This is an optimization exercise on Yosys and OpenROAD, whose aim is small area, not a production implementation.
Where RTL was checked, it was by simulation tests only, not by an equivalence proof against the original.
The clock port is modelled as an ideal driver; clocking choices that lean on that would not hold on a real chip.
Power and IR drop assume default switching activity.

==> flow/design.v (excerpt) <==
module battleship (
    input            clk  ,
    input            rst  ,
    input            start,
    input      [1:0] X    ,
    input      [1:0] Y    ,
    input            pAb  ,
    input            pBb  ,
    output reg [7:0] disp0,
    output reg [7:0] disp1,
    output reg [7:0] disp2,
    output reg [7:0] disp3,
    output reg [7:0] led
  );
Size: roughly 590 cells after synthesis, about 3700 um2 of cells after synthesis.
==> module battleship, before the edit <==
module battleship (
    input            clk  ,
    input            rst  ,
    input            start,
    input      [1:0] X    ,
    input      [1:0] Y    ,
    input            pAb  ,
    input            pBb  ,
    output reg [7:0] disp0,
    output reg [7:0] disp1,
    output reg [7:0] disp2,
    output reg [7:0] disp3,
    output reg [7:0] led
  );
  localparam [2:0] T_IN    = 3'd0;  
  localparam [2:0] T_SHOOT = 3'd1;  
  localparam [2:0] T_SHOW  = 3'd2;  
  localparam [2:0] T_ERR   = 3'd3;  
  localparam [2:0] T_SINK  = 3'd4;  
  localparam [2:0] T_WIN   = 3'd5;  
  localparam [2:0] T_NEW   = 3'd6;  
  localparam [2:0] T_MISC  = 3'd7;  
  reg  [2:0] t;
  reg        p;
  reg  [5:0] cnt;       
  reg  [1:0] wa, wb;    
  reg        chk;       
  reg        sca, scb;  
  reg        ns;        
  reg [15:0] ma, mb;    
  wire [3:0] idx  = {X, Y};
  wire       ra   = ma[idx];
  wire       rb   = mb[idx];
  wire       own  = p ? rb : ra;
  wire       oth  = p ? ra : rb;
  wire       btn  = p ? pBb : pAb;
  wire [1:0] myw  = p ? wb : wa;
  wire       mysc = p ? scb : sca;
  wire       done = cnt[5] & cnt[4] & cnt[0];    
  wire idle  = (t == T_MISC) & ~p;
  wire clr   = idle | (t == T_NEW);
  wire win4  = chk & (myw == 2'd0);
  wire place = (t == T_IN) & btn & ~own;
  wire hit   = (t == T_SHOOT) & btn & oth;
  wire inc   = place | hit | (t == T_WIN);
  wire count = ~((t == T_IN) | (t == T_SHOOT) | idle);
  always @(posedge clk or posedge rst)
    if (rst) begin
      t <= T_MISC;
      p <= 1'b0;
    end else begin
      case (t)
        T_IN:
          if (btn) begin
            if (own)
              t <= T_ERR;
            else if (myw == 2'd3) begin
              if (p == ns) begin
                t <= T_SHOW;
                p <= ~p;
              end else begin
                t <= T_MISC;
                p <= 1'b1;
              end
            end
          end
        T_SHOOT:
          if (btn) t <= T_SINK;
        T_SHOW, T_ERR, T_NEW:
          if (done) t <= T_IN;
        T_SINK:
          if (done) begin
            if (win4)
              t <= mysc ? T_WIN : T_NEW;
            else begin
              t <= T_SHOOT;
              p <= ~p;
            end
          end
        T_WIN: ;
        default:  
          if (~p) begin
            if (start) t <= T_SHOW;
          end else if (done) begin
            t <= T_SHOOT;
            p <= ns;
          end
      endcase
    end
  always @(posedge clk) begin
    cnt <= (count & ~done) ? cnt + 6'd1 : 6'd0;
    if (t != T_SINK) chk <= oth;
    if (clr) begin
      wa <= 2'd0;
      wb <= 2'd0;
      ma <= 16'd0;
      mb <= 16'd0;
    end else begin
      if (inc & ~p) wa <= wa + 2'd1;
      if (inc &  p) wb <= wb + 2'd1;
      if (btn & (((t == T_IN) & ~p) | ((t == T_SHOOT) & p)))
        ma[idx] <= (t == T_IN);
      if (btn & (((t == T_IN) & p) | ((t == T_SHOOT) & ~p)))
        mb[idx] <= (t == T_IN);
    end
    if (idle) begin
      sca <= 1'b0;
      scb <= 1'b0;
      ns  <= 1'b0;
    end else if ((t == T_SINK) & done & win4) begin
      if (~p) sca <= 1'b1;
      if (p)  scb <= 1'b1;
      ns <= p;
    end
  end
  function [7:0] dig;
    input [1:0] v;
    case (v)
      2'd0: dig = 8'b00111111;
      2'd1: dig = 8'b00000110;
      2'd2: dig = 8'b01011011;
      default: dig = 8'b01001111;
    endcase
  endfunction
  function [7:0] rot;
    input [1:0] v;
    case (v)
      2'd0: rot = 8'b10000001;
      2'd1: rot = 8'b01000010;
      2'd2: rot = 8'b00100100;
      default: rot = 8'b00011000;
    endcase
  endfunction
  always @(*) begin
    disp0 = 8'b00000000;
    disp1 = 8'b00000000;
    disp2 = 8'b00000000;
    disp3 = 8'b00000000;
    led   = 8'b10011001;
    case (t)
      T_IN, T_SHOOT: begin
        disp0 = dig(Y);
        disp1 = dig(X);
        led   = {~p, 1'b0, wa, wb, 1'b0, p};
      end
      T_SHOW: begin
        disp3 = p ? 8'b01111100 : 8'b01110111;
        led   = {~p, 6'b000000, p};
      end
      T_ERR: begin
        disp0 = 8'b00111111;
        disp1 = 8'b01110111;
        disp2 = 8'b01110111;
        disp3 = 8'b01111001;
      end
      T_SINK: begin
        disp0 = (p & win4) ? 8'b00000000 : dig(wb);
        disp1 = 8'b01000000;
        disp2 = (~p & win4) ? 8'b00000000 : dig(wa);
        led   = {8{chk}};
      end
      T_WIN: begin
        disp0 = p ? 8'b01100110 : dig(wb);
        disp1 = 8'b01000000;
        disp2 = p ? dig(wa) : 8'b01100110;
        disp3 = p ? 8'b01111100 : 8'b01110111;
        led   = rot(myw);
      end
      T_NEW: begin
        disp0 = dig({1'b0, scb});
        disp1 = 8'b01000000;
        disp2 = dig({1'b0, sca});
      end
      default:
        if (~p) begin
          disp0 = 8'b01111001;
          disp1 = 8'b00111000;
          disp2 = 8'b01011110;
          disp3 = 8'b00000110;
        end else begin
          disp0 = 8'b00111111;
          disp1 = 8'b01000000;
          disp2 = 8'b00111111;
        end
    endcase
  end
endmodule
clock: 10.0 ns
lec_check: 0
abc_area: 1
cap_margin: 20
core_margin: 2
core_utilization: 40
slew_margin: 20
run.sh (not shown) runs the stock make flow with config.mk's settings and CLKGATE_MAP_FILE= SYNTH_SCRIPT=/design/flow/synth_recipe.tcl, a recipe that flattens the netlist after the stock synthesis.
Change:
--- a/flow/design.v
+++ b/flow/design.v
@@ -84,27 +84,32 @@
           end else if (done) begin
             t <= T_SHOOT;
             p <= ns;
           end
       endcase
     end
+  wire       wea = btn & (((t == T_IN) & ~p) | ((t == T_SHOOT) & p));
+  wire       web = btn & (((t == T_IN) & p) | ((t == T_SHOOT) & ~p));
+  wire       v   = (t == T_IN);
+  wire [3:0] rxa = ({4{wea}} & (4'b0001 << X)) | {4{clr}};
+  wire [3:0] rxb = ({4{web}} & (4'b0001 << X)) | {4{clr}};
+  wire [3:0] cy  = (4'b0001 << Y) | {4{clr}};
+  integer i;
   always @(posedge clk) begin
     cnt <= (count & ~done) ? cnt + 6'd1 : 6'd0;
     if (t != T_SINK) chk <= oth;
     if (clr) begin
       wa <= 2'd0;
       wb <= 2'd0;
-      ma <= 16'd0;
-      mb <= 16'd0;
     end else begin
       if (inc & ~p) wa <= wa + 2'd1;
       if (inc &  p) wb <= wb + 2'd1;
-      if (btn & (((t == T_IN) & ~p) | ((t == T_SHOOT) & p)))
-        ma[idx] <= (t == T_IN);
-      if (btn & (((t == T_IN) & p) | ((t == T_SHOOT) & ~p)))
-        mb[idx] <= (t == T_IN);
+    end
+    for (i = 0; i < 16; i = i + 1) begin
+      if (rxa[i/4] & cy[i%4]) ma[i] <= v;
+      if (rxb[i/4] & cy[i%4]) mb[i] <= v;
     end
     if (idle) begin
       sca <= 1'b0;
       scb <= 1'b0;
       ns  <= 1'b0;
     end else if ((t == T_SINK) & done & win4) begin
Result: Design area falls by 10%; utilization rose by 2.4 points; fmax goes up by about 9%; global-route usage decreases by 1.2 points; combinational power rose to 19 times its value; clock skew is about the same; worst setup slack improves by 0.57 ns; critical path depth went down by 2; cell count falls by about 18%; routed wire length falls by 18%; die area drops by 13%; power climbs to 2.9 times its value; synthesized cell count is lower by 22%.
For the first run of this note, only the layout was checked, not whether the RTL still works.

Setup of the previous run:
The RTL this note starts from:
==> flow/design.v <==
module battleship (
    input            clk  ,
    input            rst  ,
    input            start,
    input      [1:0] X    ,
    input      [1:0] Y    ,
    input            pAb  ,
    input            pBb  ,
    output reg [7:0] disp0,
    output reg [7:0] disp1,
    output reg [7:0] disp2,
    output reg [7:0] disp3,
    output reg [7:0] led
  );
  localparam [2:0] T_IN    = 3'd4;  
  localparam [2:0] T_SHOOT = 3'd0;  
  localparam [2:0] T_SHOW  = 3'd6;  
  localparam [2:0] T_ERR   = 3'd7;  
  localparam [2:0] T_SINK  = 3'd1;  
  localparam [2:0] T_WIN   = 3'd3;  
  localparam [2:0] T_NEW   = 3'd5;  
  localparam [2:0] T_IDLE  = 3'd2;  
  reg  [2:0] t;
  reg        p;
  reg  [5:0] cnt;       
  reg  [1:0] wa, wb;    
  reg        sca, scb;  
  reg        ns;        
  reg [15:0] ma, mb;    
  wire       chk = ns;
  wire [3:0] idx  = {X, Y};
  wire       clr;
  wire       wea, web;
  wire [3:0] rxa = ({4{wea}} & (4'b0001 << X)) | {4{clr}};
  wire [3:0] rxb = ({4{web}} & (4'b0001 << X)) | {4{clr}};
  wire [3:0] cy  = (4'b0001 << Y) | {4{clr}};
  wire [15:0] dea = {{4{rxa[3]}} & cy, {4{rxa[2]}} & cy, {4{rxa[1]}} & cy, {4{rxa[0]}} & cy};
  wire [15:0] deb = {{4{rxb[3]}} & cy, {4{rxb[2]}} & cy, {4{rxb[1]}} & cy, {4{rxb[0]}} & cy};
  wire       rd   = |(ma & dea) | |(mb & deb);
  wire       own  = rd;
  wire       oth  = rd;
  wire       btn  = p ? pBb : pAb;
  wire [1:0] myw  = p ? wb : wa;
  wire       mysc = p ? scb : sca;
  wire       done = cnt[5] & cnt[4] & cnt[1] & cnt[0];  
  wire idle  = (t == T_IDLE);
  wire win4  = chk & (myw == 2'd0);
  wire rwin  = (t == T_SINK) & done & win4;         
  assign clr = idle | rwin;
  wire place = (t == T_IN) & btn & ~own;
  wire hit   = (t == T_SHOOT) & btn & oth;
  wire inc   = place | hit | (t == T_WIN);
  wire count = ~((t == T_IN) | (t == T_SHOOT) | idle);
  wire nz    = wa[0] | wb[0];                       
  always @(posedge clk or posedge rst)
    if (rst) begin
      t <= T_IDLE;
      p <= 1'b0;
    end else begin
      case (t)
        T_IN:
          if (btn) begin
            if (own)
              t <= T_ERR;
            else if (myw == 2'd3) begin
              t <= ns ? T_SHOW : T_NEW;
              p <= ~p;
            end
          end
        T_SHOOT:
          if (btn) t <= T_SINK;
        T_SHOW, T_ERR:
          if (done) t <= T_IN;
        T_NEW:
          if (done) t <= nz ? T_IN : T_SHOOT;
        T_SINK:
          if (done) begin
            if (win4)
              t <= mysc ? T_WIN : T_NEW;
            else begin
              t <= T_SHOOT;
              p <= ~p;
            end
          end
        T_WIN: ;
        default:  
          if (start) t <= T_SHOW;
      endcase
    end
  assign     wea = btn & (((t == T_IN) & ~p) | ((t == T_SHOOT) & p));
  assign     web = btn & (((t == T_IN) & p) | ((t == T_SHOOT) & ~p));
  wire       v   = t[2];
  integer i;
  always @(posedge clk) begin
    cnt <= (count & ~done) ? {cnt[4:0], ~(cnt[5] ^ cnt[0])} : 6'd0;
    if (idle | ((t == T_NEW) & done)) begin
      wa <= 2'd0;
      wb <= 2'd0;
    end else if (rwin & ~mysc) begin
      wa <= {1'b0, sca | ~p};
      wb <= {1'b0, scb | p};
    end else begin
      if (inc & ~p) wa <= wa + 2'd1;
      if (inc &  p) wb <= wb + 2'd1;
    end
    for (i = 0; i < 16; i = i + 1) begin
      if (dea[i]) ma[i] <= v;
      if (deb[i]) mb[i] <= v;
    end
    if (idle) begin
      sca <= 1'b0;
      scb <= 1'b0;
      ns  <= 1'b1;
    end else if (rwin) begin
      if (~p) sca <= 1'b1;
      if (p)  scb <= 1'b1;
      ns <= 1'b1;
    end else if (t == T_SHOOT)
      ns <= oth;
    else if (place & (myw == 2'd3))
      ns <= 1'b0;
  end
  function [7:0] dig;
    input [1:0] v;
    case (v)
      2'd0: dig = 8'b00111111;
      2'd1: dig = 8'b00000110;
      2'd2: dig = 8'b01011011;
      default: dig = 8'b01001111;
    endcase
  endfunction
  function [7:0] rot;
    input [1:0] v;
    case (v)
      2'd0: rot = 8'b10000001;
      2'd1: rot = 8'b01000010;
      2'd2: rot = 8'b00100100;
      default: rot = 8'b00011000;
    endcase
  endfunction
  always @(*) begin
    disp0 = 8'b00000000;
    disp1 = 8'b00000000;
    disp2 = 8'b00000000;
    disp3 = 8'b00000000;
    led   = 8'b10011001;
    case (t)
      T_IN, T_SHOOT: begin
        disp0 = dig(Y);
        disp1 = dig(X);
        led   = {~p, 1'b0, wa, wb, 1'b0, p};
      end
      T_SHOW: begin
        disp3 = p ? 8'b01111100 : 8'b01110111;
        led   = {~p, 1'b0, wa, wb, 1'b0, p};
      end
      T_ERR: begin
        disp0 = 8'b00111111;
        disp1 = 8'b01110111;
        disp2 = 8'b01110111;
        disp3 = 8'b01111001;
      end
      T_SINK: begin
        disp0 = (p & win4) ? 8'b00000000 : dig(wb);
        disp1 = 8'b01000000;
        disp2 = (~p & win4) ? 8'b00000000 : dig(wa);
        led   = {8{chk}};
      end
      T_WIN: begin
        disp0 = p ? 8'b01100110 : dig(wb);
        disp1 = 8'b01000000;
        disp2 = p ? dig(wa) : 8'b01100110;
        disp3 = p ? 8'b01111100 : 8'b01110111;
        led   = rot(myw);
      end
      T_NEW: begin
        disp0 = dig(wb);
        disp1 = 8'b01000000;
        disp2 = dig(wa);
      end
      default: begin
        disp0 = 8'b01111001;
        disp1 = 8'b00111000;
        disp2 = 8'b01011110;
        disp3 = 8'b00000110;
      end
    endcase
  end
endmodule
==> flow/config.mk <==
export PLATFORM = sky130hd
export DESIGN_NAME = battleship
export DESIGN_NICKNAME = battleship
export VERILOG_FILES = /design/flow/design.v
export SDC_FILE = /design/flow/constraint.sdc
export NUM_CORES = 4
export LEC_CHECK = 0
export ABC_AREA = 1
export CAP_MARGIN = 20
export CORE_MARGIN = 2
export CORE_UTILIZATION = 60
export GPL_TIMING_DRIVEN = 0
export SLEW_MARGIN = 20
==> flow/constraint.sdc <==
create_clock -name core_clock -period 10.0 [get_ports {clk}]
set_input_delay 2.0000 -clock core_clock [delete_from_list [all_inputs] [get_ports {clk}]]
set_output_delay 2.0000 -clock core_clock [all_outputs]
set_load 0.01 [all_outputs]
standard.sh (not shown) runs the stock make flow with config.mk's settings and CLKGATE_MAP_FILE= SYNTH_SCRIPT=/design/flow/synth_recipe.tcl, a recipe that flattens the netlist after the stock synthesis.
==> flow/flow/run.sh <==
#!/bin/bash
# Standard synthesis, then the combinational logic remapped by ABC for area
# (flip-flops, their cells and names untouched; several randomised runs, the
# smallest kept), then the standard layout with minimum-size port buffers and
# the clock tree's buffers shrunk to what the clock-pin slew allows.
set -euo pipefail
LIB=$FLOW_HOME/platforms/$FLOW_PLATFORM/lib/sky130_fd_sc_hd__tt_025C_1v80.lib
R=orfs/results/$FLOW_PLATFORM/battleship/base
J=${NUM_CORES:-4}

bash standard.sh synth > std_synth.log 2>&1
cp $R/1_2_yosys.v std_1_2_yosys.v

# flatten every combinational cell into logic, keep the flip-flop cells
yosys -l resynth_prep.log -q -p "
read_liberty -ignore_miss_func $LIB
read_verilog std_1_2_yosys.v
hierarchy -top $FLOW_TOP
setattr -mod -set keep_hierarchy 1 sky130_fd_sc_hd__df* sky130_fd_sc_hd__edf*
flatten -wb
opt -purge
write_rtlil resynth_prep.il
"

mkdir -p resynth
run_one() {
  local seed=$1 mapper=$2 tag=$1_$2
  case $mapper in
    map)   m="dch -f; map -a" ;;
    amap)  m="dch -f; amap -F 50 -A 50" ;;
    amapm) m="dch -f; amap -m -F 50 -A 50" ;;
  esac
  printf 'strash\n&get -n\n&deepsyn -T 15 -S %s\n&put\n%s\n' $seed "$m" | tr ';' '\n' > resynth/$tag.abc
  yosys -l resynth/$tag.log -q -p "
read_rtlil resynth_prep.il
select $FLOW_TOP
abc -script resynth/$tag.abc -liberty $LIB -dont_use *lpflow* -dont_use *probe* -dont_use *clkdly* -dont_use *dlygate* -dont_use *dlymetal*
opt_clean -purge
hilomap -singleton -hicell sky130_fd_sc_hd__conb_1 HI -locell sky130_fd_sc_hd__conb_1 LO
splitnets
opt_clean -purge
insbuf -buf sky130_fd_sc_hd__buf_1 A X
opt_clean -purge
write_verilog -noattr -noexpr -nohex -nodec -selected resynth/$tag.v
tee -q -o resynth/$tag.stat stat -liberty $LIB
" || true
}
n=0
for seed in 1 2 3 4 5 6 7 8 9 10 11 12; do
  for mapper in map amap amapm; do
    run_one $seed $mapper &
    n=$((n+1))
    if (( n % J == 0 )); then wait; fi
  done
done
wait
best=$(for f in resynth/*.stat; do a=$(sed -n "s/.*Chip area for module .*: //p" $f); [[ -n $a && -s ${f%.stat}.v ]] && echo "$a ${f%.stat}.v"; done | sort -n | head -1)
echo "resynthesis results:" > resynth_choice.txt
for f in resynth/*.stat; do echo "$(sed -n "s/.*Chip area for module .*: //p" $f) $f"; done | sort -n >> resynth_choice.txt
echo "chosen: $best" >> resynth_choice.txt
cp ${best#* } resynth.v

cp resynth.v $R/1_2_yosys.v
rm -f $R/1_synth.odb $R/1_synth.sdc

bash standard.sh \
  "BUFFER_PORTS_ARGS=-buffer_cell sky130_fd_sc_hd__buf_1" \
  "CTS_ARGS=-sink_clustering_enable -repair_clock_nets -dont_use_dummy_load -buf_list sky130_fd_sc_hd__clkbuf_8" \
  "POST_CTS_TCL=$PWD/flow/shrink_clock.tcl" \
  "PRE_GLOBAL_PLACE_TCL=$PWD/flow/pre_place.tcl" \
  finish > std_finish.log 2>&1
Other scripts of this flow, unchanged in this note and not shown: flow/flow/pre_place.tcl, flow/flow/shrink_clock.tcl
The previous run went all the way through the flow, and no timing, DRC or antenna check failed.
#### Input delta (the current run over the previous run)
--- a/flow/design.v
+++ b/flow/design.v
@@ -13,13 +13,13 @@
     output reg [7:0] led
   );
   localparam [2:0] T_IN    = 3'd4;  
-  localparam [2:0] T_SHOOT = 3'd0;  
-  localparam [2:0] T_SHOW  = 3'd6;  
-  localparam [2:0] T_ERR   = 3'd7;  
-  localparam [2:0] T_SINK  = 3'd1;  
+  localparam [2:0] T_SHOOT = 3'd1;  
+  localparam [2:0] T_SHOW  = 3'd5;  
+  localparam [2:0] T_ERR   = 3'd6;  
+  localparam [2:0] T_SINK  = 3'd2;  
   localparam [2:0] T_WIN   = 3'd3;  
-  localparam [2:0] T_NEW   = 3'd5;  
-  localparam [2:0] T_IDLE  = 3'd2;  
+  localparam [2:0] T_NEW   = 3'd7;  
+  localparam [2:0] T_IDLE  = 3'd0;  
   reg  [2:0] t;
   reg        p;
   reg  [5:0] cnt;       
==> comparison <==
- As far as clock-buffer cell count goes, the previous run and the current run are indistinguishable; the numbers are identical.
- Lower overall routed net length was reported by the current run, not the previous run.
- Between the current run and the previous run, it is the current run whose worst reg2reg path depth is lower, by 2.
- Taking the previous run as the reference, in the current run multi-input gate share of the layout cell area flat, relative contribution of combinational cells to total power now sits higher, total power went up 53%, maximum vdd ir drop now sits higher, minimum clock period has increased.
- On final number of max-transition violations, the current run and the previous run are neck and neck.
- The global-route usage over all layers number comes out higher for the previous run vs the current run.

static timing again, ports no longer ideal:
Ports are ideal in the flow. The routed layouts listed here were re-timed in OpenROAD.
Step 1, drivers: a clkbuf_16 drives clk and a buf_2 each remaining input, both assumed.
Step 2, shift: input delay + t, output delay - t, t = (earliest + latest rising clock arrival at the registers) / 2. This alone moves slack from input paths to output paths.
a / b / c = ideal ports / drivers / drivers and shift; a / b = the first two.
| run | shift t [ns] | slack for setup (ns) | clock arrival spread, ns |
|---|---|---|---|
| the first run of note 1 | 0.338 | 3.287 / 3.264 / 3.264 | 0.010 / 0.009 |
| the second run of note 1 | 0.333 | 3.854 / 3.829 / 3.829 | 0.008 / 0.008 |
| the previous run | 0.396 | 4.737 / 4.713 / 4.541 | 0.037 / 0.038 |
| the current run | 0.596 | 3.663 / 3.638 / 4.234 | 0.027 / 0.028 |
After both steps every run listed still meets setup and hold. For the previous run, which loses most, drivers alone change the setup slack by -0.024 ns; drivers and shift together by -0.196 ns.
